From an optimization exercise on the open Yosys and OpenROAD flow, aimed at small area and a short achievable clock period; shortcuts taken in it are not production practice.
Where RTL was checked, it was by simulation tests only, not by an equivalence proof against the original.
Function not checked in run 4: the RTL went through the layout flow alone.
Power is estimated from default activity; no workload was simulated.

===== config.mk =====
export PLATFORM = sky130hd
export DESIGN_NAME = mac
export DESIGN_NICKNAME = mac
export VERILOG_FILES = /design/flow/design.v
export SDC_FILE = /design/flow/constraint.sdc
export NUM_CORES = 4
export LEC_CHECK = 0
export CAP_MARGIN = 20
export CORE_MARGIN = 2
export CORE_UTILIZATION = 60
export SETUP_SLACK_MARGIN = 4.5
export SLEW_MARGIN = 60
export SYNTH_HIERARCHICAL = 1
export SYNTH_MINIMUM_KEEP_SIZE = 0
export TNS_END_PERCENT = 0

===== constraint.sdc =====
create_clock -name core_clock -period 7.5 [get_ports {clk}]
set_input_delay 1.5000 -clock core_clock [delete_from_list [all_inputs] [get_ports {clk}]]
set_output_delay 1.5000 -clock core_clock [all_outputs]
set_load 0.01 [all_outputs]

===== design.v =====
module mac (
    input  logic clk,
    input  logic rst,
    input  logic signed [15:0] a_in,
    input  logic signed [15:0] b_in,
    input  logic acc_clear,
    output logic acc_out_valid,
    output logic signed [34:0] acc_out
);
logic [15:0] a_r;
logic [7:0] one_r, two_r, neg_r;
wire  [16:0] bx = {b_in, 1'b0};
integer k;
always_ff @(posedge clk) begin
    for (k = 0; k < 8; k = k + 1) begin
        one_r[k] <= bx[2*k+1] ^ bx[2*k];
        two_r[k] <= (bx[2*k+2] & ~bx[2*k+1] & ~bx[2*k]) | (~bx[2*k+2] & bx[2*k+1] & bx[2*k]);
        neg_r[k] <= bx[2*k+2];
    end
    a_r <= rst ? 16'd0 : a_in;
end
wire [17:0] ax = {a_r[15], a_r, 1'b0};
wire [16:0] pp0;
wire [16:0] pp1;
wire [16:0] pp2;
wire [16:0] pp3;
wire [16:0] pp4;
wire [16:0] pp5;
wire [16:0] pp6;
wire [16:0] pp7;
genvar gi, gj;
generate for (gj = 0; gj < 8; gj = gj + 1) begin : g_pp
    for (gi = 0; gi < 17; gi = gi + 1) begin : g_bit
        wire v = (one_r[gj] & ax[gi+1]) | (two_r[gj] & ax[gi]);
        if (gj == 0) assign pp0[gi] = v ^ neg_r[0];
        if (gj == 1) assign pp1[gi] = v ^ neg_r[1];
        if (gj == 2) assign pp2[gi] = v ^ neg_r[2];
        if (gj == 3) assign pp3[gi] = v ^ neg_r[3];
        if (gj == 4) assign pp4[gi] = v ^ neg_r[4];
        if (gj == 5) assign pp5[gi] = v ^ neg_r[5];
        if (gj == 6) assign pp6[gi] = v ^ neg_r[6];
        if (gj == 7) assign pp7[gi] = v ^ neg_r[7];
    end
end endgenerate
logic [34:0] acc_s;
logic [16:0] acc_cr;
wire  [34:0] acc_c;
logic [1:0] t;
wire hold = acc_out_valid & ~acc_clear;
wire [34:0] acc_in_s = acc_clear ? 35'd0 : acc_s;
wire [34:0] acc_in_c = acc_clear ? 35'd0 : acc_c;
assign acc_c = {acc_cr[16], 1'b0, acc_cr[15], 1'b0, acc_cr[14], 1'b0, acc_cr[13], 1'b0, acc_cr[12], 1'b0, acc_cr[11], 1'b0, acc_cr[10], 1'b0, acc_cr[9], 1'b0, acc_cr[8], 1'b0, acc_cr[7], 1'b0, acc_cr[6], 1'b0, acc_cr[5], 1'b0, acc_cr[4], 1'b0, acc_cr[3], 1'b0, acc_cr[2], 1'b0, acc_cr[1], 1'b0, acc_cr[0], 1'b0, 1'b0};
wire s0, c0, s1, c1, s2, c2, s3, c3, s4, c4, s5, c5, s6, c6, s7, c7, s8, c8, s9, c9, s10, c10, s11, c11, s12, c12, s13, c13, s14, c14, s15, c15, s16, c16, s17, c17, s18, c18, s19, c19, s20, c20, s21, c21, s22, c22, s23, c23, s24, c24, s25, c25, s26, c26, s27, c27, s28, c28, s29, c29, s30, c30, s31, c31, s32, c32, s33, c33, s34, c34, s35, c35, s36, c36, s37, c37, s38, c38, s39, c39, s40, c40, s41, c41, s42, c42, s43, c43, s44, c44, s45, c45, s46, c46, s47, c47, s48, c48, s49, c49, s50, c50, s51, c51, s52, c52, s53, c53, s54, c54, s55, c55, s56, c56, s57, c57, s58, c58, s59, c59, s60, c60, s61, c61, s62, c62, s63, c63, s64, c64, s65, c65, s66, c66, s67, c67, s68, c68, s69, c69, s70, c70, s71, c71, s72, c72, s73, c73, s74, c74, s75, c75, s76, c76, s77, c77, s78, c78, s79, c79, s80, c80, s81, c81, s82, c82, s83, c83, s84, c84, s85, c85, s86, c86, s87, c87, s88, c88, s89, c89, s90, c90, s91, c91, s92, c92, s93, c93, s94, c94, s95, c95, s96, c96, s97, c97, s98, c98, s99, c99, s100, c100, s101, c101, s102, c102, s103, c103, s104, c104, s105, c105, s106, c106, s107, c107, s108, c108, s109, c109, s110, c110, s111, c111, s112, c112, s113, c113, s114, c114, s115, c115, s116, c116, s117, c117, s118, c118, s119, c119, s120, c120, s121, c121, s122, c122, s123, c123, s124, c124, s125, c125, s126, c126, s127, c127, s128, c128, s129, c129, s130, c130, s131, c131, s132, c132, s133, c133, s134, c134, s135, c135, s136, c136, s137, c137, s138, c138, s139, c139, s140, c140, s141, c141, s142, c142, s143, c143, s144, c144, s145, c145, s146, c146, s147, c147, s148, c148, s149, c149, s150, c150, s151, c151, s152, c152, s153, c153;
mac_ha u_ha0 (.a(neg_r[0]), .b(pp0[0]), .s(s0), .co(c0));
mac_ha u_ha1 (.a(pp0[1]), .b(c0), .s(s1), .co(c1));
mac_fa u_fa2 (.a(neg_r[1]), .b(pp0[2]), .c(pp1[0]), .s(s2), .co(c2));
mac_fa u_fa3 (.a(s2), .b(c1), .c(acc_in_s[2]), .s(s3), .co(c3));
mac_fa u_fa4 (.a(pp0[3]), .b(pp1[1]), .c(c2), .s(s4), .co(c4));
mac_ha u_ha5 (.a(s4), .b(acc_in_s[3]), .s(s5), .co(c5));
mac_fa u_fa6 (.a(neg_r[2]), .b(pp0[4]), .c(pp1[2]), .s(s6), .co(c6));
mac_fa u_fa7 (.a(pp2[0]), .b(s6), .c(c4), .s(s7), .co(c7));
mac_fa u_fa8 (.a(acc_in_s[4]), .b(acc_in_c[4]), .c(c5), .s(s8), .co(c8));
mac_fa u_fa9 (.a(pp0[5]), .b(pp1[3]), .c(pp2[1]), .s(s9), .co(c9));
mac_fa u_fa10 (.a(c6), .b(s9), .c(acc_in_s[5]), .s(s10), .co(c10));
mac_ha u_ha11 (.a(c7), .b(s10), .s(s11), .co(c11));
mac_fa u_fa12 (.a(neg_r[3]), .b(pp0[6]), .c(pp1[4]), .s(s12), .co(c12));
mac_fa u_fa13 (.a(pp2[2]), .b(pp3[0]), .c(c9), .s(s13), .co(c13));
mac_fa u_fa14 (.a(s12), .b(s13), .c(acc_in_s[6]), .s(s14), .co(c14));
mac_fa u_fa15 (.a(acc_in_c[6]), .b(c10), .c(s14), .s(s15), .co(c15));
mac_fa u_fa16 (.a(pp0[7]), .b(pp1[5]), .c(pp2[3]), .s(s16), .co(c16));
mac_fa u_fa17 (.a(pp3[1]), .b(c12), .c(s16), .s(s17), .co(c17));
mac_fa u_fa18 (.a(c13), .b(acc_in_s[7]), .c(s17), .s(s18), .co(c18));
mac_ha u_ha19 (.a(c14), .b(s18), .s(s19), .co(c19));
mac_fa u_fa20 (.a(neg_r[4]), .b(pp0[8]), .c(pp1[6]), .s(s20), .co(c20));
mac_fa u_fa21 (.a(pp2[4]), .b(pp3[2]), .c(pp4[0]), .s(s21), .co(c21));
mac_fa u_fa22 (.a(c16), .b(s20), .c(s21), .s(s22), .co(c22));
mac_fa u_fa23 (.a(c17), .b(acc_in_s[8]), .c(acc_in_c[8]), .s(s23), .co(c23));
mac_fa u_fa24 (.a(s22), .b(c18), .c(s23), .s(s24), .co(c24));
mac_fa u_fa25 (.a(pp0[9]), .b(pp1[7]), .c(pp2[5]), .s(s25), .co(c25));
mac_fa u_fa26 (.a(pp3[3]), .b(pp4[1]), .c(c20), .s(s26), .co(c26));
mac_fa u_fa27 (.a(c21), .b(s25), .c(s26), .s(s27), .co(c27));
mac_fa u_fa28 (.a(c22), .b(acc_in_s[9]), .c(c23), .s(s28), .co(c28));
mac_ha u_ha29 (.a(s27), .b(c24), .s(s29), .co(c29));
mac_fa u_fa30 (.a(neg_r[5]), .b(pp0[10]), .c(pp1[8]), .s(s30), .co(c30));
mac_fa u_fa31 (.a(pp2[6]), .b(pp3[4]), .c(pp4[2]), .s(s31), .co(c31));
mac_fa u_fa32 (.a(pp5[0]), .b(c25), .c(s30), .s(s32), .co(c32));
mac_fa u_fa33 (.a(s31), .b(c26), .c(acc_in_s[10]), .s(s33), .co(c33));
mac_fa u_fa34 (.a(acc_in_c[10]), .b(s32), .c(c27), .s(s34), .co(c34));
mac_fa u_fa35 (.a(s33), .b(c28), .c(s34), .s(s35), .co(c35));
mac_fa u_fa36 (.a(pp0[11]), .b(pp1[9]), .c(pp2[7]), .s(s36), .co(c36));
mac_fa u_fa37 (.a(pp3[5]), .b(pp4[3]), .c(pp5[1]), .s(s37), .co(c37));
mac_fa u_fa38 (.a(c30), .b(c31), .c(s36), .s(s38), .co(c38));
mac_fa u_fa39 (.a(s37), .b(c32), .c(acc_in_s[11]), .s(s39), .co(c39));
mac_fa u_fa40 (.a(s38), .b(c33), .c(s39), .s(s40), .co(c40));
mac_ha u_ha41 (.a(c34), .b(s40), .s(s41), .co(c41));
mac_fa u_fa42 (.a(neg_r[6]), .b(pp0[12]), .c(pp1[10]), .s(s42), .co(c42));
mac_fa u_fa43 (.a(pp2[8]), .b(pp3[6]), .c(pp4[4]), .s(s43), .co(c43));
mac_fa u_fa44 (.a(pp5[2]), .b(pp6[0]), .c(c36), .s(s44), .co(c44));
mac_fa u_fa45 (.a(c37), .b(s42), .c(s43), .s(s45), .co(c45));
mac_fa u_fa46 (.a(s44), .b(c38), .c(acc_in_s[12]), .s(s46), .co(c46));
mac_fa u_fa47 (.a(acc_in_c[12]), .b(s45), .c(c39), .s(s47), .co(c47));
mac_fa u_fa48 (.a(s46), .b(c40), .c(s47), .s(s48), .co(c48));
mac_fa u_fa49 (.a(pp0[13]), .b(pp1[11]), .c(pp2[9]), .s(s49), .co(c49));
mac_fa u_fa50 (.a(pp3[7]), .b(pp4[5]), .c(pp5[3]), .s(s50), .co(c50));
mac_fa u_fa51 (.a(pp6[1]), .b(c42), .c(c43), .s(s51), .co(c51));
mac_fa u_fa52 (.a(s49), .b(s50), .c(c44), .s(s52), .co(c52));
mac_fa u_fa53 (.a(s51), .b(c45), .c(acc_in_s[13]), .s(s53), .co(c53));
mac_fa u_fa54 (.a(s52), .b(c46), .c(s53), .s(s54), .co(c54));
mac_ha u_ha55 (.a(c47), .b(s54), .s(s55), .co(c55));
mac_fa u_fa56 (.a(neg_r[7]), .b(pp0[14]), .c(pp1[12]), .s(s56), .co(c56));
mac_fa u_fa57 (.a(pp2[10]), .b(pp3[8]), .c(pp4[6]), .s(s57), .co(c57));
mac_fa u_fa58 (.a(pp5[4]), .b(pp6[2]), .c(pp7[0]), .s(s58), .co(c58));
mac_fa u_fa59 (.a(c49), .b(c50), .c(s56), .s(s59), .co(c59));
mac_fa u_fa60 (.a(s57), .b(s58), .c(c51), .s(s60), .co(c60));
mac_fa u_fa61 (.a(acc_in_s[14]), .b(acc_in_c[14]), .c(s59), .s(s61), .co(c61));
mac_fa u_fa62 (.a(c52), .b(s60), .c(c53), .s(s62), .co(c62));
mac_fa u_fa63 (.a(s61), .b(c54), .c(s62), .s(s63), .co(c63));
mac_fa u_fa64 (.a(pp0[15]), .b(pp1[13]), .c(pp2[11]), .s(s64), .co(c64));
mac_fa u_fa65 (.a(pp3[9]), .b(pp4[7]), .c(pp5[5]), .s(s65), .co(c65));
mac_fa u_fa66 (.a(pp6[3]), .b(pp7[1]), .c(c56), .s(s66), .co(c66));
mac_fa u_fa67 (.a(c57), .b(c58), .c(s64), .s(s67), .co(c67));
mac_fa u_fa68 (.a(s65), .b(s66), .c(c59), .s(s68), .co(c68));
mac_fa u_fa69 (.a(acc_in_s[15]), .b(s67), .c(c60), .s(s69), .co(c69));
mac_fa u_fa70 (.a(c61), .b(s68), .c(s69), .s(s70), .co(c70));
mac_ha u_ha71 (.a(c62), .b(s70), .s(s71), .co(c71));
mac_fa u_fa72 (.a(pp0[16]), .b(pp1[14]), .c(pp2[12]), .s(s72), .co(c72));
mac_fa u_fa73 (.a(pp3[10]), .b(pp4[8]), .c(pp5[6]), .s(s73), .co(c73));
mac_fa u_fa74 (.a(pp6[4]), .b(pp7[2]), .c(c64), .s(s74), .co(c74));
mac_fa u_fa75 (.a(c65), .b(s72), .c(s73), .s(s75), .co(c75));
mac_fa u_fa76 (.a(c66), .b(s74), .c(c67), .s(s76), .co(c76));
mac_fa u_fa77 (.a(acc_in_s[16]), .b(acc_in_c[16]), .c(s75), .s(s77), .co(c77));
mac_fa u_fa78 (.a(c68), .b(s76), .c(s77), .s(s78), .co(c78));
mac_fa u_fa79 (.a(c69), .b(s78), .c(c70), .s(s79), .co(c79));
mac_fa u_fa80 (.a(pp0[16]), .b(pp1[15]), .c(pp2[13]), .s(s80), .co(c80));
mac_fa u_fa81 (.a(pp3[11]), .b(pp4[9]), .c(pp5[7]), .s(s81), .co(c81));
mac_fa u_fa82 (.a(pp6[5]), .b(pp7[3]), .c(c72), .s(s82), .co(c82));
mac_fa u_fa83 (.a(c73), .b(s80), .c(s81), .s(s83), .co(c83));
mac_fa u_fa84 (.a(c74), .b(s82), .c(c75), .s(s84), .co(c84));
mac_fa u_fa85 (.a(acc_in_s[17]), .b(s83), .c(c76), .s(s85), .co(c85));
mac_fa u_fa86 (.a(c77), .b(s84), .c(s85), .s(s86), .co(c86));
mac_ha u_ha87 (.a(c78), .b(s86), .s(s87), .co(c87));
mac_fa u_fa88 (.a(~pp0[16]), .b(~pp1[16]), .c(pp2[14]), .s(s88), .co(c88));
mac_fa u_fa89 (.a(pp3[12]), .b(pp4[10]), .c(pp5[8]), .s(s89), .co(c89));
mac_fa u_fa90 (.a(pp6[6]), .b(pp7[4]), .c(c80), .s(s90), .co(c90));
mac_fa u_fa91 (.a(c81), .b(s88), .c(s89), .s(s91), .co(c91));
mac_fa u_fa92 (.a(c82), .b(s90), .c(c83), .s(s92), .co(c92));
mac_fa u_fa93 (.a(acc_in_s[18]), .b(acc_in_c[18]), .c(s91), .s(s93), .co(c93));
mac_fa u_fa94 (.a(c84), .b(s92), .c(s93), .s(s94), .co(c94));
mac_fa u_fa95 (.a(c85), .b(s94), .c(c86), .s(s95), .co(c95));
mac_fa u_fa96 (.a(~pp2[15]), .b(pp3[13]), .c(pp4[11]), .s(s96), .co(c96));
mac_fa u_fa97 (.a(pp5[9]), .b(pp6[7]), .c(pp7[5]), .s(s97), .co(c97));
mac_fa u_fa98 (.a(c88), .b(c89), .c(s96), .s(s98), .co(c98));
mac_fa u_fa99 (.a(s97), .b(c90), .c(c91), .s(s99), .co(c99));
mac_fa u_fa100 (.a(acc_in_s[19]), .b(s98), .c(c92), .s(s100), .co(c100));
mac_fa u_fa101 (.a(c93), .b(s99), .c(s100), .s(s101), .co(c101));
mac_ha u_ha102 (.a(c94), .b(s101), .s(s102), .co(c102));
mac_fa u_fa103 (.a(~pp2[16]), .b(pp3[14]), .c(pp4[12]), .s(s103), .co(c103));
mac_fa u_fa104 (.a(pp5[10]), .b(pp6[8]), .c(pp7[6]), .s(s104), .co(c104));
mac_fa u_fa105 (.a(pp2[15]), .b(c96), .c(c97), .s(s105), .co(c105));
mac_fa u_fa106 (.a(s103), .b(s104), .c(s105), .s(s106), .co(c106));
mac_fa u_fa107 (.a(c98), .b(acc_in_s[20]), .c(acc_in_c[20]), .s(s107), .co(c107));
mac_fa u_fa108 (.a(c99), .b(s106), .c(s107), .s(s108), .co(c108));
mac_fa u_fa109 (.a(c100), .b(s108), .c(c101), .s(s109), .co(c109));
mac_fa u_fa110 (.a(~pp3[15]), .b(pp4[13]), .c(pp5[11]), .s(s110), .co(c110));
mac_fa u_fa111 (.a(pp6[9]), .b(pp7[7]), .c(c103), .s(s111), .co(c111));
mac_fa u_fa112 (.a(c104), .b(s110), .c(c105), .s(s112), .co(c112));
mac_fa u_fa113 (.a(s111), .b(acc_in_s[21]), .c(c106), .s(s113), .co(c113));
mac_fa u_fa114 (.a(s112), .b(c107), .c(s113), .s(s114), .co(c114));
mac_ha u_ha115 (.a(c108), .b(s114), .s(s115), .co(c115));
mac_fa u_fa116 (.a(~pp3[16]), .b(pp4[14]), .c(pp5[12]), .s(s116), .co(c116));
mac_fa u_fa117 (.a(pp6[10]), .b(pp7[8]), .c(pp3[15]), .s(s117), .co(c117));
mac_fa u_fa118 (.a(c110), .b(s116), .c(s117), .s(s118), .co(c118));
mac_fa u_fa119 (.a(c111), .b(acc_in_s[22]), .c(acc_in_c[22]), .s(s119), .co(c119));
mac_fa u_fa120 (.a(s118), .b(c112), .c(s119), .s(s120), .co(c120));
mac_fa u_fa121 (.a(c113), .b(s120), .c(c114), .s(s121), .co(c121));
mac_fa u_fa122 (.a(~pp4[15]), .b(pp5[13]), .c(pp6[11]), .s(s122), .co(c122));
mac_fa u_fa123 (.a(pp7[9]), .b(c116), .c(c117), .s(s123), .co(c123));
mac_fa u_fa124 (.a(s122), .b(s123), .c(c118), .s(s124), .co(c124));
mac_fa u_fa125 (.a(acc_in_s[23]), .b(c119), .c(s124), .s(s125), .co(c125));
mac_ha u_ha126 (.a(c120), .b(s125), .s(s126), .co(c126));
mac_fa u_fa127 (.a(~pp4[16]), .b(pp5[14]), .c(pp6[12]), .s(s127), .co(c127));
mac_fa u_fa128 (.a(pp7[10]), .b(pp4[15]), .c(c122), .s(s128), .co(c128));
mac_fa u_fa129 (.a(s127), .b(c123), .c(s128), .s(s129), .co(c129));
mac_fa u_fa130 (.a(acc_in_s[24]), .b(acc_in_c[24]), .c(c124), .s(s130), .co(c130));
mac_fa u_fa131 (.a(s129), .b(c125), .c(s130), .s(s131), .co(c131));
mac_fa u_fa132 (.a(~pp5[15]), .b(pp6[13]), .c(pp7[11]), .s(s132), .co(c132));
mac_fa u_fa133 (.a(c127), .b(s132), .c(c128), .s(s133), .co(c133));
mac_fa u_fa134 (.a(acc_in_s[25]), .b(c129), .c(s133), .s(s134), .co(c134));
mac_ha u_ha135 (.a(c130), .b(s134), .s(s135), .co(c135));
mac_fa u_fa136 (.a(~pp5[16]), .b(pp6[14]), .c(pp7[12]), .s(s136), .co(c136));
mac_fa u_fa137 (.a(pp5[15]), .b(c132), .c(s136), .s(s137), .co(c137));
mac_fa u_fa138 (.a(acc_in_s[26]), .b(acc_in_c[26]), .c(s137), .s(s138), .co(c138));
mac_fa u_fa139 (.a(c133), .b(s138), .c(c134), .s(s139), .co(c139));
mac_fa u_fa140 (.a(~pp6[15]), .b(pp7[13]), .c(c136), .s(s140), .co(c140));
mac_fa u_fa141 (.a(s140), .b(c137), .c(acc_in_s[27]), .s(s141), .co(c141));
mac_ha u_ha142 (.a(c138), .b(s141), .s(s142), .co(c142));
mac_fa u_fa143 (.a(~pp6[16]), .b(pp7[14]), .c(pp6[15]), .s(s143), .co(c143));
mac_fa u_fa144 (.a(s143), .b(c140), .c(acc_in_s[28]), .s(s144), .co(c144));
mac_fa u_fa145 (.a(acc_in_c[28]), .b(c141), .c(s144), .s(s145), .co(c145));
mac_fa u_fa146 (.a(~pp7[15]), .b(c143), .c(acc_in_s[29]), .s(s146), .co(c146));
mac_ha u_ha147 (.a(c144), .b(s146), .s(s147), .co(c147));
mac_fa u_fa148 (.a(~pp7[16]), .b(pp7[15]), .c(acc_in_s[30]), .s(s148), .co(c148));
mac_fa u_fa149 (.a(acc_in_c[30]), .b(c146), .c(s148), .s(s149), .co(c149));
mac_ha u_ha150 (.a(~acc_in_s[31]), .b(c148), .s(s150), .co(c150));
mac_fa u_fa151 (.a(~acc_in_s[32]), .b(acc_in_c[32]), .c(acc_in_s[31]), .s(s151), .co(c151));
mac_ha u_ha152 (.a(~acc_in_s[33]), .b(acc_in_s[32]), .s(s152), .co(c152));
mac_fa u_fa153 (.a(~acc_in_s[34]), .b(acc_in_c[34]), .c(acc_in_s[33]), .s(s153), .co(c153));
wire [34:0] rx = {c152, s152, c150, s150, c147, s147, c142, s142, c135, s135, c126, s126, c115, s115, c102, s102, c87, s87, c71, s71, c55, s55, c41, s41, c29, s29, c19, s19, c11, s11, s7, s5, acc_in_c[2], s1, s0};
wire [34:0] ry = {s153, c151, s151, c149, s149, c145, s145, c139, s139, c131, s131, c121, s121, c109, s109, c95, s95, c79, s79, c63, s63, c48, s48, c35, s35, s28, s24, c15, s15, c8, s8, c3, s3, acc_in_s[1], acc_in_s[0]};
wire [34:0] nxt_s;
wire [34:0] nxt_c;
wire [2:0] blk0 = {1'b0, rx[1:0]} + {1'b0, ry[1:0]};
assign nxt_s[1:0] = blk0[1:0];
wire [2:0] blk2 = {1'b0, rx[3:2]} + {1'b0, ry[3:2]};
assign nxt_s[3:2] = blk2[1:0];
wire [2:0] blk4 = {1'b0, rx[5:4]} + {1'b0, ry[5:4]};
assign nxt_s[5:4] = blk4[1:0];
wire [2:0] blk6 = {1'b0, rx[7:6]} + {1'b0, ry[7:6]};
assign nxt_s[7:6] = blk6[1:0];
wire [2:0] blk8 = {1'b0, rx[9:8]} + {1'b0, ry[9:8]};
assign nxt_s[9:8] = blk8[1:0];
wire [2:0] blk10 = {1'b0, rx[11:10]} + {1'b0, ry[11:10]};
assign nxt_s[11:10] = blk10[1:0];
wire [2:0] blk12 = {1'b0, rx[13:12]} + {1'b0, ry[13:12]};
assign nxt_s[13:12] = blk12[1:0];
wire [2:0] blk14 = {1'b0, rx[15:14]} + {1'b0, ry[15:14]};
assign nxt_s[15:14] = blk14[1:0];
wire [2:0] blk16 = {1'b0, rx[17:16]} + {1'b0, ry[17:16]};
assign nxt_s[17:16] = blk16[1:0];
wire [2:0] blk18 = {1'b0, rx[19:18]} + {1'b0, ry[19:18]};
assign nxt_s[19:18] = blk18[1:0];
wire [2:0] blk20 = {1'b0, rx[21:20]} + {1'b0, ry[21:20]};
assign nxt_s[21:20] = blk20[1:0];
wire [2:0] blk22 = {1'b0, rx[23:22]} + {1'b0, ry[23:22]};
assign nxt_s[23:22] = blk22[1:0];
wire [2:0] blk24 = {1'b0, rx[25:24]} + {1'b0, ry[25:24]};
assign nxt_s[25:24] = blk24[1:0];
wire [2:0] blk26 = {1'b0, rx[27:26]} + {1'b0, ry[27:26]};
assign nxt_s[27:26] = blk26[1:0];
wire [2:0] blk28 = {1'b0, rx[29:28]} + {1'b0, ry[29:28]};
assign nxt_s[29:28] = blk28[1:0];
wire [2:0] blk30 = {1'b0, rx[31:30]} + {1'b0, ry[31:30]};
assign nxt_s[31:30] = blk30[1:0];
wire [2:0] blk32 = {1'b0, rx[33:32]} + {1'b0, ry[33:32]};
assign nxt_s[33:32] = blk32[1:0];
wire [1:0] blk34 = {1'b0, rx[34:34]} + {1'b0, ry[34:34]};
assign nxt_s[34:34] = blk34[0:0];
assign nxt_c[0] = 1'b0;
assign nxt_c[1] = 1'b0;
assign nxt_c[2] = blk0[2];
assign nxt_c[3] = 1'b0;
assign nxt_c[4] = blk2[2];
assign nxt_c[5] = 1'b0;
assign nxt_c[6] = blk4[2];
assign nxt_c[7] = 1'b0;
assign nxt_c[8] = blk6[2];
assign nxt_c[9] = 1'b0;
assign nxt_c[10] = blk8[2];
assign nxt_c[11] = 1'b0;
assign nxt_c[12] = blk10[2];
assign nxt_c[13] = 1'b0;
assign nxt_c[14] = blk12[2];
assign nxt_c[15] = 1'b0;
assign nxt_c[16] = blk14[2];
assign nxt_c[17] = 1'b0;
assign nxt_c[18] = blk16[2];
assign nxt_c[19] = 1'b0;
assign nxt_c[20] = blk18[2];
assign nxt_c[21] = 1'b0;
assign nxt_c[22] = blk20[2];
assign nxt_c[23] = 1'b0;
assign nxt_c[24] = blk22[2];
assign nxt_c[25] = 1'b0;
assign nxt_c[26] = blk24[2];
assign nxt_c[27] = 1'b0;
assign nxt_c[28] = blk26[2];
assign nxt_c[29] = 1'b0;
assign nxt_c[30] = blk28[2];
assign nxt_c[31] = 1'b0;
assign nxt_c[32] = blk30[2];
assign nxt_c[33] = 1'b0;
assign nxt_c[34] = blk32[2];
wire [16:0] nxt_cr = {nxt_c[34], nxt_c[32], nxt_c[30], nxt_c[28], nxt_c[26], nxt_c[24], nxt_c[22], nxt_c[20], nxt_c[18], nxt_c[16], nxt_c[14], nxt_c[12], nxt_c[10], nxt_c[8], nxt_c[6], nxt_c[4], nxt_c[2]};
always_ff @(posedge clk) begin
    if (rst) begin
        acc_s <= '0; acc_cr <= '0; acc_out_valid <= 1'b0; t <= 2'd0;
    end else if (acc_clear) begin
        acc_s <= nxt_s; acc_cr <= nxt_cr; t <= 2'd1; acc_out_valid <= 1'b0;
    end else if (!acc_out_valid) begin
        acc_s <= nxt_s; acc_cr <= nxt_cr; t <= t + 2'd1; acc_out_valid <= (t == 2'd3);
    end
end
assign acc_out = acc_s + acc_c;
endmodule
module mac_fa (input logic a, input logic b, input logic c, output logic s, output logic co);
    assign s = a ^ b ^ c;
    assign co = (a & b) | (c & (a ^ b));
endmodule
module mac_ha (input logic a, input logic b, output logic s, output logic co);
    assign s = a ^ b;
    assign co = a & b;
endmodule

===== flow/run.sh =====
#!/bin/bash
# Standard ORFS layout (the standard.sh, standard synthesis unchanged); the only
# difference is the cell used for the port buffers that buffer_ports inserts.
set -euo pipefail
export BUFFER_PORTS_ARGS="-buffer_cell sky130_fd_sc_hd__buf_2"
bash standard.sh > standard_flow.log 2>&1

===== standard.sh =====
#!/bin/bash
# synth_recipe.tcl (not shown) runs the flow's synth.tcl, then flattens the netlist and writes it again
# the make line also repeats each setting of config.mk as NAME=value (left out here)
make -C /OpenROAD-flow-scripts/flow DESIGN_CONFIG=/design/flow/config.mk WORK_HOME=/design/flow/orfs CLKGATE_MAP_FILE= SYNTH_SCRIPT=/design/flow/synth_recipe.tcl "${@:-finish}"

==> results of run 1 <==
[flip-flops by register name, summed over array words and instances, names as in the netlist]
name           count
one_r              8
acc_cr            17
a_r               16
neg_r              8
t                  2
two_r              8
acc_out_valid      1
acc_s             35
[timing repair]
item | CTS | global route
gates resized for setup | 33 | 5
setup buffers | 23 | 19
setup endpoints to repair | 77 | 80
pin swaps | 2 | 6
[placed cells by master (no fill, tap or decap), types with 5 or more instances in the layout]
cell and count:
fa_2 15, buf_2 69, dfxtp_4 32, dfxtp_1 59
a22oi_2 11, clkbuf_16 10, o21ai_0 17, nor2b_2 6
buf_12 5, nor2_1 17, nand3b_1 6, a22oi_1 110
fa_1 138, nand2_1 130, xnor2_1 148, nand4_1 7
nand2b_1 12, o21ai_1 5, ha_1 52, buf_4 45
inv_1 13, xor2_1 24, nor2b_1 60, a21oi_1 56
a31oi_1 11
[worst max-delay path, cell delays in order, from the launching register on]
cell and delay (ns):
dfxtp_1 0.33, ha_1 0.39, a31oi_2 0.37, o21ba_2 0.22
o21ai_1 0.13, a221o_1 0.42, a31oi_1 0.25, xnor2_1 0.14
buf_2 0.15
[power groups by stage]
stage / clock, mW / sequential, mW / combinational [mW]
global route: 0.519 / 0.860 / 3.75
global placement: 0 / 0.856 / 3.18
detailed placement: 0 / 0.861 / 3.22
CTS: 0.498 / 0.838 / 3.28
floorplan: 0 / 0.723 / 2.57
finish: 0.486 / 0.840 / 3.21
[synth_stat cells, drive strengths merged]
| master | number | area [um2] |
|---|---|---|
| nor2b | 67 | 419 |
| nor4 | 1 | 6.26 |
| nand4 | 8 | 56.3 |
| xor2 | 24 | 210 |
| nand2b | 13 | 81.3 |
| or4b | 1 | 10.0 |
| a211oi | 4 | 35.0 |
| xnor2 | 151 | 1320 |
| inv | 13 | 48.8 |
| nor3 | 2 | 10.0 |
| a221oi | 1 | 15.0 |
| ha | 53 | 663 |
| o31ai | 4 | 48.8 |
| fa | 153 | 3060 |
| clkbuf | 90 | 338 |
| buf | 18 | 96.3 |
| mux2i | 1 | 10.0 |
| a311o | 2 | 20.0 |
| nand3 | 3 | 15.0 |
| nor3b | 3 | 22.5 |
| a22oi | 121 | 908 |
| a221o | 2 | 21.3 |
| nand2 | 130 | 488 |
| a21oi | 59 | 314 |
| a41oi | 1 | 8.76 |
| o21bai | 3 | 22.5 |
| nor2 | 17 | 63.8 |
| and2 | 2 | 12.5 |
| a31oi | 14 | 115 |
| nand3b | 6 | 45.0 |
| nor4b | 1 | 8.76 |
| a21o | 1 | 7.51 |
| a311oi | 2 | 35.0 |
| a31o | 1 | 8.76 |
| o21ba | 1 | 10.0 |
| a21boi | 1 | 7.51 |
| o21ai | 23 | 115 |
| dfxtp | 95 | 1900 |
[Yosys stat by module (local to each module, per instance)]
| module | cells inside | cell area, um2 | copies in the design |
|---|---|---|---|
| mac_fa | 1 | 20.0 | 136 |
| mac | 938 | 7640 | 1 |
| mac_ha | 1 | 12.5 | 18 |
[cells by family (layout without fill, tap and decap cells)]
kind of cell	count (synthesis)	after routing	share of synthesized area, %
AOI/OAI and AO/OA	240	240	16.0
xor gates and xnor gates	175	175	14.5
adders and majority gates	206	206	35.2
buffers and inverters	121	150	4.56
DFF	95	95	18.0
muxes	1	1	0.0946
and+or+nand+nor	254	254	11.7
[layout make-up]
cell class,instances,share of cell area (%)
Sequential cell,95,17.1
Clock buffer,10,2.11
Tap cell,225,2.37
Clock inverter,6,0.495
Timing Repair Buffer,121,6.92
Inverter,13,0.411
Multi-Input combinational cell,876,70.6
[metrics by stage]
| stage | worst slack [ns] | power [mW] | area, um2 |
|---|---|---|---|
| 3_3_place_gp | 2.71 | 4.04 | 11000 |
| 4_1_cts | 3.24 | 4.62 | 11700 |
| 3_5_place_dp | 3.03 | 4.09 | 11100 |
| 5_1_grt | 3.12 | 5.13 | 11900 |
| 6_report | 3.23 | 4.54 | 11900 |
| 2_1_floorplan | 3.30 | 3.29 | 10900 |
[how the worst min path moves through the flow]
stage,slack [ns],startpoint,to,cells past startpoint
2_1_floorplan,0.44,acc_s[0],acc_s[0],2
3_3_place_gp,0.45,acc_s[0],acc_s[0],2
3_5_place_dp,0.45,acc_s[1],acc_s[1],2
4_1_cts,0.47,acc_s[0],acc_s[0],2
5_1_grt,0.50,acc_s[18],acc_s[18],2
6_report,0.47,acc_s[1],acc_s[1],2
[routing by layer]
| layer | up-vias | wire (um) | track usage, % |
|---|---|---|---|
| met1 | 4125 | 10800 | 38.7 |
| met4 | 0 | 860 | 9.97 |
| met5 | - | 0 | 0 |
| met3 | 68 | 1380 | 4.15 |
| met2 | 279 | 13300 | 48.7 |
| li1 | 3719 | - | - |
==> run_results.csv, run 1 <==
group,metric,value,unit
sta,rsz0062_at_grt,"yes",
layout,finish.utilization,68.7,%
clocking,path_clk_slew,0.08,ns
clocking,clk_latency,0.37,ns
floorplan,die_x,137,um
sta,holdWs,0.465,ns
setup_path,critPathKind,"flip-flop to primary output",
floorplan,die_h,137,um
synth,synthCells,1092,
pwr,p_leak,4.62,nW
sta,layout_min_cycle_time,4.27,ns
pwr,power_frac_seq,18.5,%
synth,yosysWarnings,7,
placed_design,place_inst,1288,
global_routing,antenna_found_initial,0,
layout,multiInputGateArea,8390,um2
sta,drv_slew,0,
global_routing,grt.total_usage,29.1,%
floorplan,rows,48,
setup_path,cp-startpoint,"acc_s[4]",
setup_path,reg2reg_setup_slack,3.26,ns
floorplan,start_util,61.2,%
synth,seq_area_frac_synth,18.0,%
global_routing,grt_pass1_wl,41800,um
global_routing,grt_overflow,0,
clocking,cts_max_level,3,
setup_path,rr_worst_depth,12,
setup_path,r2r_end,"acc_s[23]",
clocking,clock_sinks,95,
setup_path,cp_max_fo,4,
layout,seq_area,2030,um2
layout,area_growth,12.2,%
pwr,p_int,2.46,mW
floorplan,ios,71,
pwr,swShare,45.8,%
clocking,clock-root-buffer,"clkbuf_16",
synth,syn_avg_cell_area,9.69,um2
global_routing,grt_pass1_vias,8015,
setup_path,end_kind,"primary output",
clocking,clock_path_buffers,2,
detailed_routing,post_drt_wl_per_cell,19.6,um
synth,synth_seq_cells,95,
clocking,tritoncts,"done",
placed_design,portBuffers,70,
sta,clock_skew,0.0138,ns
status,status,"timing/DRC/antenna clean",
layout,fillCellCount,1414,
detailed_routing,ant_nets,0,
sta,relSlewSlack,70.2,%
detailed_routing,viasPerCell,6.09,
floorplan,core,17300,um2
setup_path,startpoint_type,"flip-flop",
floorplan,dieArea,18700,um2
sta,hold_viol,0,
run,max-cap-violations,0,
clocking,cts_made_buffers,9,
setup_path,cp.arrival,2.77,ns
sta,setup_viol,0,
pwr,max-vdd-ir-drop,0.234,mV
detailed_routing,drc_errors,0,
layout,antenna_cells,0,
pwr,switchingPower,2.08,mW
sta,finalSetupTns,0,ns
synth,synth_nets,1333,
detailed_routing,drt-initial-drc-count,572,
worst_hold_path,hp-class,"flip-flop to flip-flop",
pwr,pwr-share-comb,70.8,%
layout,drive_above_1_share,20.3,%
synth,yosysUniqueCellTypes,51,
placed_design,gp_congestion,0.842,
layout,final_cells,1346,
pwr,powerDensity,382,nW/um2
setup_path,crit_end,"acc_out[31]",
setup_path,reg2reg_from,"neg_r[5]",
placed_design,dp.final_hpwl,18800,um
clocking,ctsHoldBuffers,0,
layout,nets,1357,
detailed_routing,num_vias,8191,
sta,finalCritPeriodShare,56.9,%
global_routing,grt_max_degree,39,
sta,tightest_slew,0.444,ns
sta,fmax,234,MHz
pwr,pwr-share-clk,10.7,%
setup_path,required,6.00,ns
detailed_routing,first_pass_iters,5,
synth,synth_area,10600,um2
detailed_routing,wirelength,26300,um
==> run 2: changes to the inputs <==
--- a/config.mk
+++ b/config.mk
@@ -9,3 +9,3 @@
 export CORE_MARGIN = 2
-export CORE_UTILIZATION = 60
+export CORE_UTILIZATION = 40
 export SETUP_SLACK_MARGIN = 4.5
==> run 2 against run 1 <==
Still clean on timing, DRC and antenna. Power decreased by 0.44%. Wire length is 4.3% higher. Design area grew 0.13%.
==> run_results.csv, run 2 <==
group,metric,value,unit
layout,seq_area,2040,um2
worst_hold_path,hp-class,"flip-flop to flip-flop",
global_routing,grt.busiest_layer,"met2",
sta,tightest_slew,0.499,ns
synth,synth_top_area_cell,"fa_1",
worst_hold_path,hp-start,"acc_s[0]",
placed_design,place_inst,1397,
synth,synth_seq_cells,95,
global_routing,grt_max_degree,72,
global_routing,grt_overflow,0,
synth,synth_nets,1333,
detailed_routing,ant_nets,0,
pwr,max-vdd-ir-drop,0.201,mV
clocking,clk_latency,0.36,ns
global_routing,grtUsageMet2,30.4,%
clocking,clock-root-buffer,"clkbuf_16",
synth,synth_mux_area_share,0.0946,%
layout,largest_register_ffs,35,
synth,syn_avg_cell_area,9.69,um2
layout,multiInputGateArea,8430,um2
synth,synthCells,1092,
placed_design,dp.final_hpwl,20200,um
clocking,clock_sinks,95,
detailed_routing,drt-initial-drc-count,637,
setup_path,cp_max_fo,5,
synth,synthFlopType,"dfxtp_1",
pwr,powerDensity,380,nW/um2
detailed_routing,viasPerCell,5.49,
global_routing,grt_use_met3,2.99,%
setup_path,startpoint_type,"flip-flop",
layout,final_cell_mix,"xnor2_1 (146), fa_1 (134), nand2_1 (130), a22oi_1 (108), buf_2 (70)",
floorplan,die_x,167,um
global_routing,use_met1,30.2,%
layout,largest-register,"acc_s",
placed_design,portBuffers,70,
sta,holdWs,0.467,ns
setup_path,critPathKind,"flip-flop to flip-flop",
floorplan,rows,59,
clocking,ctsHoldBuffers,0,
layout,final_common_cell,"xnor2_1",
clocking,cts_made_buffers,9,
synth,synth_top_family_by_area,"adder cells",
global_routing,antenna_found_initial,0,
synth,synth-compound-area-share,16.0,%
setup_path,end_kind,"flip-flop",
global_routing,grt_pass1_vias,7858,
sta,hold_viol,0,
sta,finalCritPeriodShare,56.5,%
placed_design,pre_cts_ws,2.97,ns
detailed_routing,wirelength,27500,um
sta,setup_viol,0,
floorplan,ios,71,
floorplan,die_h,167,um
synth,yosysWarnings,7,
run,max-cap-violations,0,
detailed_routing,post_drt_wl_per_cell,19.1,um
synth,yosysMostFrequentCell,"fa_1",
synth,synth_area_leaders,"fa_1 (29%), dfxtp_1 (18%), xnor2_1 (12%)",
layout,antenna_cells,0,
setup_path,reg2reg_from,"one_r[2]",
detailed_routing,num_vias,7873,
sta,fmax,236,MHz
clocking,cts_max_level,3,
synth,yosysUniqueCellTypes,51,
layout,drive_above_1_share,19.8,%
pwr,p_leak,4.52,nW
layout,final_cells,1435,
status,status,"timing/DRC/antenna clean",
global_routing,grt.total_usage,20.0,%
global_routing,grt_pass1_wl,44600,um
synth,seq_area_frac_synth,18.0,%
layout,top_regs,"acc_s x35, acc_cr x17, a_r x16",
placed_design,gp_congestion,0.842,
setup_path,cp.arrival,4.52,ns
synth,synth-simple-area-share,11.7,%
synth,synth-xor-area-share,14.5,%
synth,async_flop_share,0,%
sta,fin_ws,3.26,ns
floorplan,start_util,40.7,%
synth,netlist_top_cells_count,"fa_1 (153), xnor2_1 (151), nand2_1 (130), a22oi_1 (121), dfxtp_1 (95)",
layout,nets,1336,
placed_design,placed_area,11200,um2
synth,synth_edf_count,0,
sta,layout_min_cycle_time,4.24,ns
layout,finish.utilization,45.8,%
sta,rsz0062_at_grt,"yes",
layout,area_growth,12.3,%
setup_path,required,7.78,ns
detailed_routing,drc_errors,0,
clocking,path_clk_slew,0.08,ns
layout,finalInstanceArea,11900,um2
synth,synth_area,10600,um2
floorplan,dieArea,27800,um2
sta,relSlewSlack,66.7,%
clocking,clock_path_buffers,2,
setup_path,cp-startpoint,"one_r[2]",
floorplan,core,26000,um2
sta,clock_skew,0.0118,ns
synth,synth_top_cell_area_share,28.9,%
detailed_routing,first_pass_iters,5,
sta,drv_slew,0,
layout,fillCellCount,2489,
clocking,tritoncts,"done",
sta,finalSetupTns,0,ns
pwr,total_power,4.52,mW
synth,synthAdderAreaFrac,35.2,%
-- run 2: cell counts after synthesis --
No cell type changed its count.
-- run 2: layout make-up --
type / count / area share [%]
inverters: 13 / 0.410
well taps: 335 / 3.53
flip-flops and latches: 95 / 17.1
multi-input cells: 876 / 70.9
clock buffers: 11 / 2.22
clock inverters: 5 / 0.305
repair buffers: 100 / 5.51
-- run 2: routing by layer --
layer | routed length, um | part of all wire [%]
met5 | 0 | 0
met4 | 397 | 1.4
met3 | 1420 | 5.2
met2 | 12200 | 45
met1 | 13400 | 49
-- run 2: timing repair --
action | in CTS | in global routing
pin swaps | 7 | 1
resized for setup | 47 | 3
setup endpoints to repair | 77 | 79
setup buffers | 22 | 0
-- run 2: path summary, 6_finish.rpt --
path	end	slack, ns	cells after the start
setup / recovery	acc_s[19]	3.26	13
hold / removal	acc_s[0]	0.47	2
setup reg to reg	acc_s[19]	3.26	13
hold reg to reg	acc_s[0]	0.47	2
-- run 2: modules after synthesis, one instance, submodules excluded --
module / times used / cells inside
mac: 1 / 938
mac_fa: 136 / 1
mac_ha: 18 / 1
-- run 2: cell families after synthesis --
family / count (synthesis)
AND/OR/NAND/NOR: 254
AO/OA/AOI/OAI: 240
adder cells (fa/ha/maj): 206
XOR/XNOR: 175
buffers and inverters: 121
flip-flops: 95
multiplexers: 1
-- run 2: worst max-delay path: stages (launching register included) --
cell and delay (ns):
dfxtp_4 0.37, buf_12 0.13, a22oi_1 0.19, xnor2_1 0.13, fa_1 0.48, fa_2 0.41, fa_2 0.34, fa_1 0.45
fa_2 0.35, fa_1 0.46, ha_2 0.19, fa_1 0.47, nand2_1 0.05, a21oi_1 0.13
-- run 2: report_power, final --
group          internal (mW)  switching, mW  leakage, nW
clock                  0.256          0.218        0.148
combinational           1.54           1.65         3.56
sequential             0.649          0.206        0.808
==> run 3: changes to the inputs <==
--- a/config.mk
+++ b/config.mk
@@ -14,2 +14,2 @@
 export SYNTH_MINIMUM_KEEP_SIZE = 0
-export TNS_END_PERCENT = 0
+export TNS_END_PERCENT = 30
==> run 3 against run 2 <==
Sequential cell count unchanged. Critical path depth decreased by 1. Sequential power increased by 2.5%. Largest power group unchanged. Maximum frequency decreased by 1.1%. Critical path type unchanged.
==> run_results.csv, run 3 <==
group,metric,value,unit
detailed_routing,drt-initial-drc-count,535,
synth,seq_area_frac_synth,18.0,%
detailed_routing,ant_nets,0,
synth,synthCells,1092,
clocking,clk_latency,0.37,ns
synth,yosysWarnings,7,
pwr,swShare,45.4,%
pwr,max-vdd-ir-drop,0.222,mV
clocking,clock-root-buffer,"clkbuf_16",
synth,synth_seq_cells,95,
detailed_routing,viasPerCell,5.50,
synth,async_flop_share,0,%
run,max-cap-violations,0,
synth,synth_edf_count,0,
clocking,cts_max_level,3,
synth,yosysUniqueCellTypes,51,
sta,drv_slew,0,
detailed_routing,num_vias,8155,
setup_path,cp_max_fo,5,
setup_path,critPathSlowestCell,"fa_1",
pwr,p_int,2.68,mW
pwr,pwr-share-comb,71.8,%
layout,multiInputGateArea,9050,um2
setup_path,required,7.79,ns
global_routing,grt_pass1_wl,46200,um
floorplan,die_x,167,um
setup_path,path_cells,"buf_12 -> a22oi_2 -> xnor2_2 -> fa_1 -> fa_1 -> fa_1 -> fa_1 -> fa_1 -> ha_2 -> fa_1 -> nand2_1 -> a21oi_2",
global_routing,grt.total_usage,20.8,%
setup_path,critPathKind,"flip-flop to flip-flop",
setup_path,reg2reg_from,"a_r[14]",
synth,synth_area_leaders,"fa_1 (29%), dfxtp_1 (18%), xnor2_1 (12%)",
floorplan,rows,59,
detailed_routing,first_pass_iters,5,
sta,tightest_slew,0.505,ns
worst_hold_path,hp-start,"acc_s[1]",
pwr,power_frac_seq,17.8,%
setup_path,r2r_end,"acc_s[19]",
detailed_routing,wirelength,28700,um
pwr,powerDensity,379,nW/um2
floorplan,dieArea,27800,um2
synth,netlist_top_cells_count,"fa_1 (153), xnor2_1 (151), nand2_1 (130), a22oi_1 (121), dfxtp_1 (95)",
layout,final_common_cell,"xnor2_1",
floorplan,die_h,167,um
status,status,"timing/DRC/antenna clean",
placed_design,gp_congestion,0.847,
sta,relSlewSlack,66.3,%
sta,finalSetupTns,0,ns
synth,synth_nets,1333,
sta,setup_viol,0,
placed_design,dp.final_hpwl,20400,um
clocking,cts_made_buffers,9,
layout,top_regs,"acc_s x35, acc_cr x17, a_r x16",
synth,synth_top_area_cell,"fa_1",
synth,yosysMostFrequentCell,"fa_1",
setup_path,cp.arrival,4.58,ns
setup_path,reg2reg_setup_slack,3.22,ns
layout,final_cell_mix,"xnor2_1 (133), nand2_1 (129), fa_1 (95), a22oi_1 (90), buf_2 (68)",
pwr,p_leak,4.82,nW
layout,nets,1382,
clocking,clock_path_buffers,2,
placed_design,place_inst,1396,
sta,rsz0062_at_grt,"yes",
floorplan,core,26000,um2
sta,clock_skew,0.0115,ns
synth,synthFlopType,"dfxtp_1",
placed_design,portBuffers,70,
layout,area_growth,22.5,%
sta,hold_viol,0,
sta,fmax,234,MHz
worst_hold_path,hold_end,"acc_s[1]",
pwr,switchingPower,2.23,mW
global_routing,antenna_found_initial,1,
layout,fillCellCount,2371,
layout,drive_above_1_share,34.1,%
layout,final_cells,1482,
floorplan,start_util,40.7,%
setup_path,end_kind,"flip-flop",
synth,syn_avg_cell_area,9.69,um2
floorplan,ios,71,
setup_path,rr_worst_depth,12,
layout,largest-register,"acc_s",
global_routing,grt_max_degree,72,
clocking,path_clk_slew,0.08,ns
sta,holdWs,0.460,ns
detailed_routing,post_drt_wl_per_cell,19.4,um
detailed_routing,drc_errors,0,
layout,seq_area,2070,um2
layout,largest_register_ffs,35,
worst_hold_path,hold_path_depth,2,
clocking,tritoncts,"done",
worst_hold_path,hp-class,"flip-flop to flip-flop",
sta,layout_min_cycle_time,4.28,ns
sta,finalCritPeriodShare,57.1,%
setup_path,max_stage_delay,0.63,ns
synth,synth_area,10600,um2
setup_path,startpoint_type,"flip-flop",
global_routing,grt_overflow,0,
clocking,clock_sinks,95,
synth,synth_top_cell_area_share,28.9,%
setup_path,cpMostUsedCell,"fa_1",
global_routing,grt_pass1_vias,8070,
layout,finish.utilization,49.9,%
pwr,pwr-share-clk,10.3,%
## run 3: worst max path at each step
stage	from	slack (ns)	endpoint
after CTS	a_r[15]	3.23	acc_s[23]
after detailed placement	two_r[7]	2.96	acc_s[23]
after floorplan	a_r[14]	3.30	acc_s[19]
final	a_r[14]	3.22	acc_s[19]
after global routing	one_r[2]	3.13	acc_s[23]
after global placement	neg_r[1]	2.63	acc_s[21]
## run 3: per-module statistics from Yosys (local to each module, per instance)
module	cells	cell area, um2
mac_fa	1	20.0
mac_ha	1	12.5
mac	938	7640
## run 3: area by class of cell
type,count,share of cell area [%]
clock inverter,6,0.579
antenna,1,0.0193
timing repair buffer,146,8.20
sequential,95,15.9
multi-input combinational,876,69.8
clock buffer,10,1.84
tap,335,3.23
inverter,13,0.376
## run 3: kinds of logic (layout without fill, tap and decap cells)
| kind of cell | Yosys count | in the layout | share of synthesized area [%] |
|---|---|---|---|
| mux | 1 | 1 | 0.0946 |
| xor+xnor | 175 | 175 | 14.5 |
| simple gates | 254 | 254 | 11.7 |
| buf+inv | 121 | 175 | 4.56 |
| fa+ha+maj | 206 | 206 | 35.2 |
| other cells | 0 | 1 | 0 |
| flops | 95 | 95 | 18.0 |
| compound gates | 240 | 240 | 16.0 |
## run 3: metal layers
metal / vias to the layer above / wire, um / GRT usage, %
met5: - / 0 / 0
met4: 0 / 513 / 5.66
met3: 36 / 1730 / 3.99
met2: 278 / 12900 / 31.2
met1: 4071 / 13500 / 30.5
li1: 3770 / - / -
## run 3: power by group through the flow
stage	clock network, mW	logic, mW	registers [mW]
final	0.508	3.53	0.876
after floorplan	0	2.63	0.724
after detailed placement	0	3.25	0.873
after global placement	0	3.20	0.869
after global routing	0.538	4.07	0.898
after CTS	0.520	3.46	0.867
## run 3: what timing repair did
item / 4_1_cts / 5_1_grt
setup buffers: 53 / 16
setup endpoints to repair: 77 / 79
gates resized for setup: 132 / 65
pin swaps: 68 / 80
endpoints found under the hold margin: 0 / 0
hold buffers: 0 / 0
## run 3: critical path, delay by kind of cell (launching register included)
kind,cells,cell delay [ns]
compound gates,2,0.30
simple gates,1,0.06
fa+ha+maj,7,3.25
flops,1,0.38
buf+inv,1,0.14
xor+xnor,1,0.10
## run 3: per-stage QoR
stage | area, um2 | power (mW) | setup slack [ns]
2_1_floorplan | 11200 | 3.35 | 3.30
3_3_place_gp | 11200 | 4.07 | 2.63
3_5_place_dp | 11300 | 4.12 | 2.96
4_1_cts | 12600 | 4.84 | 3.23
5_1_grt | 13000 | 5.51 | 3.13
6_report | 13000 | 4.91 | 3.22
==> run 4: changes to the inputs <==
--- a/design.v
+++ b/design.v
@@ -292,3 +292,139 @@
 end
-assign acc_out = acc_s + acc_c;
+wire ao0 = &acc_s[1:0];
+wire ao1 = &acc_s[3:2];
+wire ao2 = &acc_s[5:4];
+wire ao3 = &acc_s[7:6];
+wire ao4 = &acc_s[9:8];
+wire ao5 = &acc_s[11:10];
+wire ao6 = &acc_s[13:12];
+wire ao7 = &acc_s[15:14];
+wire ao8 = &acc_s[17:16];
+wire ao9 = &acc_s[19:18];
+wire ao10 = &acc_s[21:20];
+wire ao11 = &acc_s[23:22];
+wire ao12 = &acc_s[25:24];
+wire ao13 = &acc_s[27:26];
+wire ao14 = &acc_s[29:28];
+wire ao15 = &acc_s[31:30];
+wire ao16 = &acc_s[33:32];
+wire ao17 = &acc_s[34:34];
+wire xg0 = acc_c[4] | (ao1 & acc_c[2]);
+wire xp0 = ao1 & ao0;
+wire xg1 = acc_c[8] | (ao3 & acc_c[6]);
+wire xp1 = ao3 & ao2;
+wire xg2 = acc_c[12] | (ao5 & acc_c[10]);
+wire xp2 = ao5 & ao4;
+wire xg3 = acc_c[16] | (ao7 & acc_c[14]);
+wire xp3 = ao7 & ao6;
+wire xg4 = acc_c[20] | (ao9 & acc_c[18]);
+wire xp4 = ao9 & ao8;
+wire xg5 = acc_c[24] | (ao11 & acc_c[22]);
+wire xp5 = ao11 & ao10;
+wire xg6 = acc_c[28] | (ao13 & acc_c[26]);
+wire xp6 = ao13 & ao12;
+wire xg7 = acc_c[32] | (ao15 & acc_c[30]);
+wire xp7 = ao15 & ao14;
+wire xg8 = acc_c[6] | (ao2 & xg0);
+wire xp8 = ao2 & xp0;
+wire xg9 = xg1 | (xp1 & xg0);
+wire xp9 = xp1 & xp0;
+wire xg10 = acc_c[14] | (ao6 & xg2);
+wire xp10 = ao6 & xp2;
+wire xg11 = xg3 | (xp3 & xg2);
+wire xp11 = xp3 & xp2;
+wire xg12 = acc_c[22] | (ao10 & xg4);
+wire xp12 = ao10 & xp4;
+wire xg13 = xg5 | (xp5 & xg4);
+wire xp13 = xp5 & xp4;
+wire xg14 = acc_c[30] | (ao14 & xg6);
+wire xp14 = ao14 & xp6;
+wire xg15 = xg7 | (xp7 & xg6);
+wire xp15 = xp7 & xp6;
+wire xg16 = acc_c[10] | (ao4 & xg9);
+wire xp16 = ao4 & xp9;
+wire xg17 = xg2 | (xp2 & xg9);
+wire xp17 = xp2 & xp9;
+wire xg18 = xg10 | (xp10 & xg9);
+wire xp18 = xp10 & xp9;
+wire xg19 = xg11 | (xp11 & xg9);
+wire xp19 = xp11 & xp9;
+wire xg20 = acc_c[26] | (ao12 & xg13);
+wire xp20 = ao12 & xp13;
+wire xg21 = xg6 | (xp6 & xg13);
+wire xp21 = xp6 & xp13;
+wire xg22 = xg14 | (xp14 & xg13);
+wire xp22 = xp14 & xp13;
+wire xg23 = xg15 | (xp15 & xg13);
+wire xp23 = xp15 & xp13;
+wire xg24 = acc_c[18] | (ao8 & xg19);
+wire xp24 = ao8 & xp19;
+wire xg25 = xg4 | (xp4 & xg19);
+wire xp25 = xp4 & xp19;
+wire xg26 = xg12 | (xp12 & xg19);
+wire xp26 = xp12 & xp19;
+wire xg27 = xg13 | (xp13 & xg19);
+wire xp27 = xp13 & xp19;
+wire xg28 = xg20 | (xp20 & xg19);
+wire xp28 = xp20 & xp19;
+wire xg29 = xg21 | (xp21 & xg19);
+wire xp29 = xp21 & xp19;
+wire xg30 = xg22 | (xp22 & xg19);
+wire xp30 = xp22 & xp19;
+wire xg31 = xg23 | (xp23 & xg19);
+wire xp31 = xp23 & xp19;
+wire xg32 = acc_c[34] | (ao16 & xg31);
+wire xp32 = ao16 & xp31;
+wire ci0 = 1'b0;
+assign acc_out[0] = acc_s[0] ^ (ci0);
+assign acc_out[1] = acc_s[1] ^ (ci0 & acc_s[0]);
+wire ci1 = acc_c[2];
+assign acc_out[2] = acc_s[2] ^ (ci1);
+assign acc_out[3] = acc_s[3] ^ (ci1 & acc_s[2]);
+wire ci2 = xg0;
+assign acc_out[4] = acc_s[4] ^ (ci2);
+assign acc_out[5] = acc_s[5] ^ (ci2 & acc_s[4]);
+wire ci3 = xg8;
+assign acc_out[6] = acc_s[6] ^ (ci3);
+assign acc_out[7] = acc_s[7] ^ (ci3 & acc_s[6]);
+wire ci4 = xg9;
+assign acc_out[8] = acc_s[8] ^ (ci4);
+assign acc_out[9] = acc_s[9] ^ (ci4 & acc_s[8]);
+wire ci5 = xg16;
+assign acc_out[10] = acc_s[10] ^ (ci5);
+assign acc_out[11] = acc_s[11] ^ (ci5 & acc_s[10]);
+wire ci6 = xg17;
+assign acc_out[12] = acc_s[12] ^ (ci6);
+assign acc_out[13] = acc_s[13] ^ (ci6 & acc_s[12]);
+wire ci7 = xg18;
+assign acc_out[14] = acc_s[14] ^ (ci7);
+assign acc_out[15] = acc_s[15] ^ (ci7 & acc_s[14]);
+wire ci8 = xg19;
+assign acc_out[16] = acc_s[16] ^ (ci8);
+assign acc_out[17] = acc_s[17] ^ (ci8 & acc_s[16]);
+wire ci9 = xg24;
+assign acc_out[18] = acc_s[18] ^ (ci9);
+assign acc_out[19] = acc_s[19] ^ (ci9 & acc_s[18]);
+wire ci10 = xg25;
+assign acc_out[20] = acc_s[20] ^ (ci10);
+assign acc_out[21] = acc_s[21] ^ (ci10 & acc_s[20]);
+wire ci11 = xg26;
+assign acc_out[22] = acc_s[22] ^ (ci11);
+assign acc_out[23] = acc_s[23] ^ (ci11 & acc_s[22]);
+wire ci12 = xg27;
+assign acc_out[24] = acc_s[24] ^ (ci12);
+assign acc_out[25] = acc_s[25] ^ (ci12 & acc_s[24]);
+wire ci13 = xg28;
+assign acc_out[26] = acc_s[26] ^ (ci13);
+assign acc_out[27] = acc_s[27] ^ (ci13 & acc_s[26]);
+wire ci14 = xg29;
+assign acc_out[28] = acc_s[28] ^ (ci14);
+assign acc_out[29] = acc_s[29] ^ (ci14 & acc_s[28]);
+wire ci15 = xg30;
+assign acc_out[30] = acc_s[30] ^ (ci15);
+assign acc_out[31] = acc_s[31] ^ (ci15 & acc_s[30]);
+wire ci16 = xg31;
+assign acc_out[32] = acc_s[32] ^ (ci16);
+assign acc_out[33] = acc_s[33] ^ (ci16 & acc_s[32]);
+wire ci17 = xg32;
+assign acc_out[34] = acc_s[34] ^ (ci17);
 endmodule
--- a/config.mk
+++ b/config.mk
@@ -14,2 +14,2 @@
 export SYNTH_MINIMUM_KEEP_SIZE = 0
-export TNS_END_PERCENT = 30
+export TNS_END_PERCENT = 0
==> run 4 against run 3 <==
Still clean on timing, DRC and antenna. Critical path depth up 1. Hold slack worse by 0.0019 ns. Design area fell by 10%. Critical endpoint is now acc_s[21].
==> run_results.csv, run 4 <==
group,metric,value,unit
synth,synthFlopType,"dfxtp_1",
setup_path,cpMostUsedCell,"fa_1",
setup_path,startpoint_type,"flip-flop",
floorplan,ios,71,
detailed_routing,viasPerCell,5.43,
placed_design,place_inst,1314,
sta,layout_min_cycle_time,4.23,ns
synth,yosysMostFrequentCell,"fa_1",
synth,seq_area_frac_synth,19.0,%
global_routing,grt_pass1_vias,7874,
setup_path,cp.arrival,4.51,ns
floorplan,start_util,40.9,%
layout,top_regs,"acc_s x35, acc_cr x17, a_r x16",
pwr,max-vdd-ir-drop,0.289,mV
placed_design,gp_congestion,0.833,
synth,synth_top_cell_area_share,30.6,%
setup_path,max_stage_delay,0.50,ns
clocking,tritoncts,"done",
floorplan,die_x,162,um
run,max-cap-violations,0,
setup_path,critPathKind,"flip-flop to flip-flop",
clocking,cts_max_level,3,
synth,yosysWarnings,7,
sta,finalSetupTns,0,ns
synth,yosysUniqueCellTypes,35,
synth,synth_nets,1251,
pwr,total_power,4.41,mW
pwr,powerDensity,378,nW/um2
clocking,clock_sinks,95,
layout,final_cell_mix,"fa_1 (132), xnor2_1 (125), nand2_1 (120), a22oi_1 (101), buf_2 (69)",
floorplan,rows,57,
sta,rsz0062_at_grt,"yes",
clocking,ctsHoldBuffers,0,
floorplan,die_h,162,um
global_routing,grt_pass1_wl,41600,um
clocking,cts_made_buffers,9,
setup_path,cp_max_fo,5,
layout,area_growth,16.6,%
detailed_routing,first_pass_iters,5,
global_routing,grt.total_usage,20.2,%
sta,relSlewSlack,68.4,%
clocking,clk_latency,0.36,ns
sta,finalCritPeriodShare,56.3,%
sta,setup_viol,0,
setup_path,critPathSlowestCell,"fa_1",
sta,clock_skew,0.00951,ns
layout,largest-register,"acc_s",
floorplan,dieArea,26300,um2
layout,nets,1301,
placed_design,dp.final_hpwl,17900,um
synth,synth_edf_count,0,
layout,finalInstanceArea,11700,um2
layout,largest_register_ffs,35,
setup_path,end_kind,"flip-flop",
floorplan,core,24500,um2
global_routing,grt_max_degree,72,
clocking,clock-root-buffer,"clkbuf_16",
placed_design,placed_area,10700,um2
worst_hold_path,hp-class,"flip-flop to flip-flop",
layout,drive_above_1_share,24.4,%
setup_path,path_cells,"buf_4 -> a22oi_2 -> xnor2_2 -> fa_2 -> fa_1 -> fa_2 -> fa_1 -> fa_2 -> fa_1 -> ha_1 -> fa_1 -> nand2_1 -> a21oi_1",
global_routing,antenna_found_initial,0,
detailed_routing,ant_nets,0,
sta,hold_viol,0,
detailed_routing,num_vias,7543,
layout,final_cells,1390,
synth,async_flop_share,0,%
clocking,clock_path_buffers,2,
layout,antenna_cells,0,
pwr,p_leak,4.66,nW
synth,synth_area_leaders,"fa_1 (31%), dfxtp_1 (19%), xnor2_1 (11%)",
global_routing,grt_overflow,0,
placed_design,portBuffers,70,
detailed_routing,post_drt_wl_per_cell,18.4,um
detailed_routing,wirelength,25500,um
sta,fmax,237,MHz
detailed_routing,drc_errors,0,
synth,syn_avg_cell_area,9.89,um2
sta,tightest_slew,0.474,ns
synth,synth_area,10000,um2
synth,synth_seq_cells,95,
clocking,path_clk_slew,0.07,ns
detailed_routing,drt-initial-drc-count,530,
layout,final_common_cell,"fa_1",
setup_path,required,7.79,ns
synth,synth_top_area_cell,"fa_1",
synth,synthCells,1011,
synth,netlist_top_cells_count,"fa_1 (153), xnor2_1 (131), a22oi_1 (120), nand2_1 (120)",
status,status,"timing/DRC/antenna clean",
sta,drv_slew,0,
## run 4: cell types whose count changed in the layout (fill, tap and decap cells not counted), moves of 8 or more
cell / previous run / this run
a22oi_2: 31 / 19
ha_1: 32 / 49
ha_4: 10 / 0
a22oi_1: 90 / 101
dfxtp_1: 46 / 58
buf_6: 17 / 3
fa_2: 58 / 21
nand2_1: 129 / 120
xnor2_1: 133 / 125
fa_1: 95 / 132
xnor2_2: 18 / 5
ha_2: 11 / 3
nor2_1: 15 / 7
## run 4: power breakdown
group	leakage (nW)	switching, mW	internal (mW)
Clock	0.142	0.216	0.262
Combinational	3.71	1.58	1.52
Sequential	0.809	0.184	0.649
Total	4.66	1.98	2.43
## run 4: modules after synthesis, one instance, submodules excluded
module | cells inside | copies in the design | flops+latches | cell area (um2)
mac | 857 | 1 | 95 | 7050
mac_fa | 1 | 136 | 0 | 20.0
mac_ha | 1 | 18 | 0 | 12.5
## run 4: timing repair
item                                    CTS  global route
gates resized for setup                  59            11
setup buffers                            56             4
pin swaps                                22            19
endpoints found under the setup margin   76            77
gates cloned                              0             0
hold endpoints to repair                  0             0
## run 4: logic make-up after synthesis
kind of cell    Yosys count  share of synthesized area [%]
flops                    95                           19.0
fa+ha+maj               205                           37.2
mux                       1                          0.100
simple gates            222                           10.7
compound gates          213                           14.5
xor+xnor                162                           14.2
buf+inv                 113                           4.32
## run 4: stage by stage
step	hold slack (ns)	setup WS [ns]	utilization [%]
CTS	0.460	3.27	47.3
finish	0.459	3.27	47.6
floorplan	0.432	3.30	-
detailed placement	0.450	2.84	43.5
global route	0.476	3.16	47.6
global placement	0.441	2.63	43.2
## run 4: final cells by class
cell class / count / area (um2)
fill: 2305 / 12800
inverter: 14 / 52.6
timing repair buffer: 138 / 947
sequential: 95 / 2040
clock inverter: 4 / 53.8
multi-input combinational: 803 / 7920
clock buffer: 12 / 236
tap: 324 / 405
## run 4: critical path, delay by kind of cell (launching register included)
family | cells | cell delay [ns]
adder cells (fa/ha/maj) | 8 | 3.18
flip-flops | 1 | 0.37
AO/OA/AOI/OAI | 2 | 0.31
buffers and inverters | 1 | 0.14
XOR/XNOR | 1 | 0.10
AND/OR/NAND/NOR | 1 | 0.05
## run 4: routing by layer
layer	GRT usage [%]	routed length, um	share of wire (%)
met1	25.9	10600	41
met2	35.3	13300	52
met3	2.86	1050	4.1
met4	6.36	593	2.3
met5	0	0	0
## run 4: worst paths after layout
kind              slack (ns)      start  cells after the start         to
hold / removal          0.46  acc_cr[7]                      2  acc_cr[7]
setup reg to reg        3.27   one_r[2]                     13  acc_s[21]
hold reg to reg         0.46  acc_cr[7]                      2  acc_cr[7]
setup / recovery        3.27   one_r[2]                     13  acc_s[21]

==> static timing again, ports no longer ideal <==
How much do the figures lean on ideal ports? The routed layouts below were timed once more, with nothing changed but the port constraints. Step 1 sets driving cells, clkbuf_16 on the clock port and buf_2 on the other inputs (assumed; they add their load-dependent delay and slew). Step 2 times the ports against the registers' clock, not the clock port: input delays grow and output delays shrink by t, the midpoint of the rising clock arrivals with the driver on. a / b / c = ideal / step 1 / step 2; a / b = the first two.
run | shift t [ns] | slack for setup (ns) | latest minus earliest clock arrival (ns) | worst register clock-pin slew, ns | worst data-port slew with drivers (ns)
run 1 | 0.402 | 3.234 / 3.191 / 3.144 | 0.015 / 0.014 | 0.08 / 0.08 | 0.03
run 2 | 0.404 | 3.264 / 3.243 / 3.058 | 0.012 / 0.012 | 0.08 / 0.08 | 0.03
run 3 | 0.412 | 3.218 / 3.218 / 3.179 | 0.013 / 0.013 | 0.08 / 0.08 | 0.04
run 4 | 0.403 | 3.275 / 3.275 / 2.937 | 0.010 / 0.010 | 0.07 / 0.07 | 0.04
After both steps every run listed still meets setup and hold. The setup slack of run 4, which loses most, moves by 0.000 ns with the drivers and by -0.338 ns with both steps.
